This is an optimization exercise on Yosys and OpenROAD, whose aim is small area, a short achievable clock period and few clock cycles, not a production implementation.
At most, simulation tests tie the RTL to the original design; equivalence was not proved.
Power is estimated from default activity; no workload was simulated.

== run D ==
// top_set
module top_set #(
	parameter N = 64	 
)(
	input			clk,
	input			rst_n,
	input[7:0]		input_axi_data,
	input			input_axi_keep,
	input			input_axi_last,
	input			input_axi_valid,
	input			output_axi_ready,
	input signed[7:0]	coe_00_in,
	input signed[7:0]	coe_01_in,
	input signed[7:0]	coe_02_in,
	input signed[7:0]	coe_10_in,
	input signed[7:0]	coe_11_in,
	input signed[7:0]	coe_12_in,
	input signed[7:0]	coe_20_in,
	input signed[7:0]	coe_21_in,
	input signed[7:0]	coe_22_in,
	output			input_axi_ready,
	output[7:0]		output_axi_data,
	output			output_axi_valid,
	output			output_axi_last,
	output			output_axi_keep,
	output			sc1_window_en
);
export LEC_CHECK = 0
export CAP_MARGIN = 20
export CORE_MARGIN = 2
export CORE_UTILIZATION = 40
export SETUP_SLACK_MARGIN = 4.0
export SLEW_MARGIN = 20
create_clock -name core_clock -period 7.0 [get_ports {clk}]
run.sh (not shown) runs the stock make flow with config.mk's settings and CLKGATE_MAP_FILE= SYNTH_SCRIPT=/design/flow/synth_recipe.tcl, a recipe that flattens the netlist after the stock synthesis.
Run D: no failed stages, no open violations at the end
Modified inputs, run E compared to run D
# run D
export LEC_CHECK = 0
export CAP_MARGIN = 20
export CORE_MARGIN = 2
export CORE_UTILIZATION = 40
export SETUP_SLACK_MARGIN = 4.0
export SLEW_MARGIN = 20
create_clock -name core_clock -period 7.0 [get_ports {clk}]
# run E
export LEC_CHECK = 0
export ABC_CLOCK_PERIOD_IN_PS = 3000
export CAP_MARGIN = 20
export CORE_MARGIN = 2
export CORE_UTILIZATION = 40
export SETUP_SLACK_MARGIN = 4.0
export SLEW_MARGIN = 20
create_clock -name core_clock -period 7.0 [get_ports {clk}]
## What came out
- Between run E and run D, the difference in worst setup slack is negligible.
- Comparing run E against run D, there is no change at all in wire length of the first global-routing pass.
- Run E against run D: number of well-tap cells placed barely changed, maximum clock frequency barely changed, filler-free cell count of the finished design barely changed, static leakage power barely changed, clock input transition at the sequential cells of the worst setup and hold paths barely changed.
- Between run E and run D, the clock network fraction of design power figures differ only marginally.
- Run E and run D ended up with nearly the same synthesized cell count.
- Re met1 wire length: no difference whatsoever between run E and run D.
- Run D and run E ended up with roughly the same number of I/O port buffers.
No run of this note included a check of the RTL's function; only the layout flow was run.


top_set, a different RTL version from the one above (not shown whole).
Size in the first run: roughly 99 I/O pins, roughly 42000 um2 of cells after synthesis.
clock: 7.0 ns
lec_check: 0
cap_margin: 20
core_margin: 2
core_utilization: 60
cts_buf_list: sky130_fd_sc_hd__clkbuf_16
cts_cluster_diameter: 110
cts_cluster_size: 30
setup_slack_margin: 4.2
slew_margin: 20
standard.sh (not shown) runs the stock make flow with config.mk's settings and CLKGATE_MAP_FILE= SYNTH_SCRIPT=/design/flow/synth_recipe.tcl, a recipe that flattens the netlist after the stock synthesis.
==> flow/flow/run.sh <==
#!/bin/bash
# Layout flow: the standard flow, with two changes to how the layout is
# made (the design, the constraints and the standard synthesis are unchanged):
#  1. after the standard synthesis, flow/polarity.py removes the inverters
#     that Yosys's full-adder extraction leaves between full adders, by
#     choosing for each full adder whether it works on true or complemented
#     signals (FA(~a,~b,~c) = ~FA(a,b,c)); registers are not touched;
#  2. the ports are buffered with sky130_fd_sc_hd__buf_1 cells.
# Each tool's output goes to a log file of its own in this folder.
set -euo pipefail
R=orfs/results/sky130hd/top_set/base
bash standard.sh synth > standard_synth.log 2>&1
cp $R/1_2_yosys.v $R/1_2_yosys.standard.v
python3 flow/polarity.py $R/1_2_yosys.standard.v $R/1_2_yosys.v > polarity.log 2>&1
rm -f $R/1_synth.odb $R/1_synth.sdc
export BUFFER_PORTS_ARGS="-buffer_cell sky130_fd_sc_hd__buf_1"
bash standard.sh > standard_layout.log 2>&1
Other scripts of this flow, unchanged in this note and not shown: flow/flow/polarity.py
The baseline completed without violations.
Testbench counts at the start, summed over its fixed seeds: cycles 133,344.
Then changed:
CORE_UTILIZATION = 40   (was 60)
CTS_BUF_LIST = unset   (was sky130_fd_sc_hd__clkbuf_16)
CTS_CLUSTER_DIAMETER = unset   (was 110)
CTS_CLUSTER_SIZE = unset   (was 30)
SETUP_SLACK_MARGIN = 4.1   (was 4.2)
What happened: Area after synthesis does not change; clock power climbs by well over a third; routed wire length drops slightly; power climbs by about a fifth.
Then changed:
CORE_UTILIZATION = 60   (was 40)
CTS_BUF_LIST = sky130_fd_sc_hd__clkbuf_16   (was unset)
CTS_CLUSTER_DIAMETER = 105   (was unset)
CTS_CLUSTER_SIZE = 27   (was unset)
SETUP_SLACK_MARGIN = 4.35   (was 4.1)
Outcome:
- The new run passed the timing, design-rule and antenna checks
- total power is lower by roughly a tenth
- global-route usage grows by 8.5 points
- non-clock buffer count rose by 3


Another version of the RTL of top_set (not shown whole).
For scale: roughly 3000 cells after synthesis, about 99 I/O pins, ~42000 sq um of cells after synthesis.
clock: 7.0 ns
lec_check: 0
cap_margin: 20
core_margin: 2
core_utilization: 70
cts_buf_list: sky130_fd_sc_hd__clkbuf_16
cts_cluster_diameter: 105
cts_cluster_size: 28
setup_slack_margin: 4.2
slew_margin: 20
Scripts as last shown in full above: flow/flow/run.sh
Other scripts of this flow, unchanged in this note and not shown: flow/flow/polarity.py
The first run produced a clean layout.
Testbench counts at the start, summed over its fixed seeds: cycles 133,344.
Change:
ABC_AREA = 1   (was default)
CORE_UTILIZATION = 60   (was 70)
After rerunning:
- The changed run passed the timing, design-rule and antenna checks
- flip-flop and latch count stays the same
- utilization came out lower by 9.5 points
- cell area climbs by 3.0%
- via count rose by 2.3%
Change:
ABC_AREA = default   (was 1)
=> The new run completed with no timing, DRC or antenna violations; sequential power climbs slightly; clock skew climbs by 0.0097 ns; cell area drops by a few percent; synthesized cell count drops by a few percent; sequential cell count is unchanged.


job 2204:
RTL: one of the versions met above, not the one the previous note started from.
For scale: roughly 3200 cells after synthesis, ~1300 flip-flops, roughly 99 I/O pins, roughly 43000 sq um of cells after synthesis.
Settings: LEC_CHECK=0, CAP_MARGIN=20, CORE_MARGIN=2, CORE_UTILIZATION=40, CTS_BUF_LIST=sky130_fd_sc_hd__clkbuf_16, CTS_CLUSTER_DIAMETER=100, CTS_CLUSTER_SIZE=24, SETUP_SLACK_MARGIN=4.1, SLEW_MARGIN=20; clock period 7.0 ns.
run.sh (not shown) runs the stock make flow with config.mk's settings and CLKGATE_MAP_FILE= SYNTH_SCRIPT=/design/flow/synth_recipe.tcl, a recipe that flattens the netlist after the stock synthesis.
Stock flow here: none of the scripts above is used.
Testbench counts of job 2204, summed over its fixed seeds: cycles 133,344.
--- input diff job 2204..job 8117 ---
Settings: CTS_CLUSTER_SIZE: 24 -> 30; CORE_UTILIZATION: 40 -> 60; CTS_CLUSTER_DIAMETER: 100 -> unset; CTS_BUF_LIST: sky130_fd_sc_hd__clkbuf_16 -> sky130_fd_sc_hd__clkbuf_8.
## What came out
Re total of max-cap violations: no difference whatsoever between job 2204 and job 8117. Global-route wire length before repair (job 2204 / job 8117): 0.931. Wire: job 8117 routes more than job 2204. Job 8117 -> job 2204: area share of xor/xnor cells in the synthesized design delta 0, exact match. NOTE clock power job 2204->job 8117 increased by more than a quarter.
--- input diff job 8117..job 1162 ---
Settings: CTS_CLUSTER_SIZE removed (was 30); CTS_BUF_LIST removed (was sky130_fd_sc_hd__clkbuf_8); CORE_UTILIZATION changed from 60 to 40.
Relative to job 8117, the share of cell area taken by flip-flops and latches of job 1162 is lower by 0.58 points. Setup slack after layout on job 1162 is ahead of job 8117. The antenna diode count of job 1162 is higher than that of job 8117. Between job 1162 and job 8117, the area of all sequential standard cells figures differ only marginally. On maximum number of pins on one net before global-route repair, job 1162 and job 8117 are basically level. Compared to job 8117, the routing of job 1162 uses less wire. | area growth from synthesis to layout | job 1162 vs job 8117 | 1.1 points higher |.

[static timing again, ports no longer ideal]
In the flow no input, the clock included, has a driving cell. The finished layouts below were timed again as built, in two steps. Step 1 (the two cells are an assumption about what drives the block):
set clk [get_ports {clk}]
set_driving_cell -lib_cell sky130_fd_sc_hd__clkbuf_16 $clk
set_driving_cell -lib_cell sky130_fd_sc_hd__buf_2 [delete_from_list [all_inputs] $clk]
Step 2 also shifts input and output timing later by t, the mid clock arrival at the registers, as if the neighbouring blocks saw the same clock. Slacks: ideal ports / drivers / drivers and shift; pairs: ideal ports / drivers.
run	t, ns	setup slack, ns	clock arrival spread, ns	worst register clock-pin slew, ns	cell pins on the clock port's net
run D	0.758	3.666 / 3.667 / 3.667	0.052 / 0.052	0.07 / 0.07	1
run E	0.758	3.666 / 3.667 / 3.667	0.052 / 0.052	0.07 / 0.07	1
the first run of note 2	0.716	4.200 / 4.159 / 4.159	0.051 / 0.051	0.12 / 0.12	1
the second run of note 2	0.756	4.192 / 4.159 / 4.159	0.038 / 0.038	0.07 / 0.07	1
the third run of note 2	0.710	4.200 / 4.159 / 4.159	0.057 / 0.057	0.11 / 0.11	1
the first run of note 3	0.712	4.200 / 4.158 / 3.740	0.037 / 0.037	0.11 / 0.11	1
the second run of note 3	0.730	4.154 / 4.154 / 3.841	0.040 / 0.040	0.11 / 0.11	1
the third run of note 3	0.713	4.200 / 4.159 / 3.683	0.051 / 0.051	0.12 / 0.12	1
job 2204	0.719	4.193 / 4.138 / 4.159	0.044 / 0.044	0.10 / 0.10	1
job 8117	0.875	4.128 / 4.128 / 4.128	0.085 / 0.085	0.07 / 0.07	1
job 1162	0.757	4.159 / 4.103 / 4.159	0.036 / 0.036	0.07 / 0.07	1
After both steps every run listed still meets setup and hold. The setup slack of the third run of note 3, which loses most, moves by -0.041 ns with the drivers and by -0.517 ns with both steps.
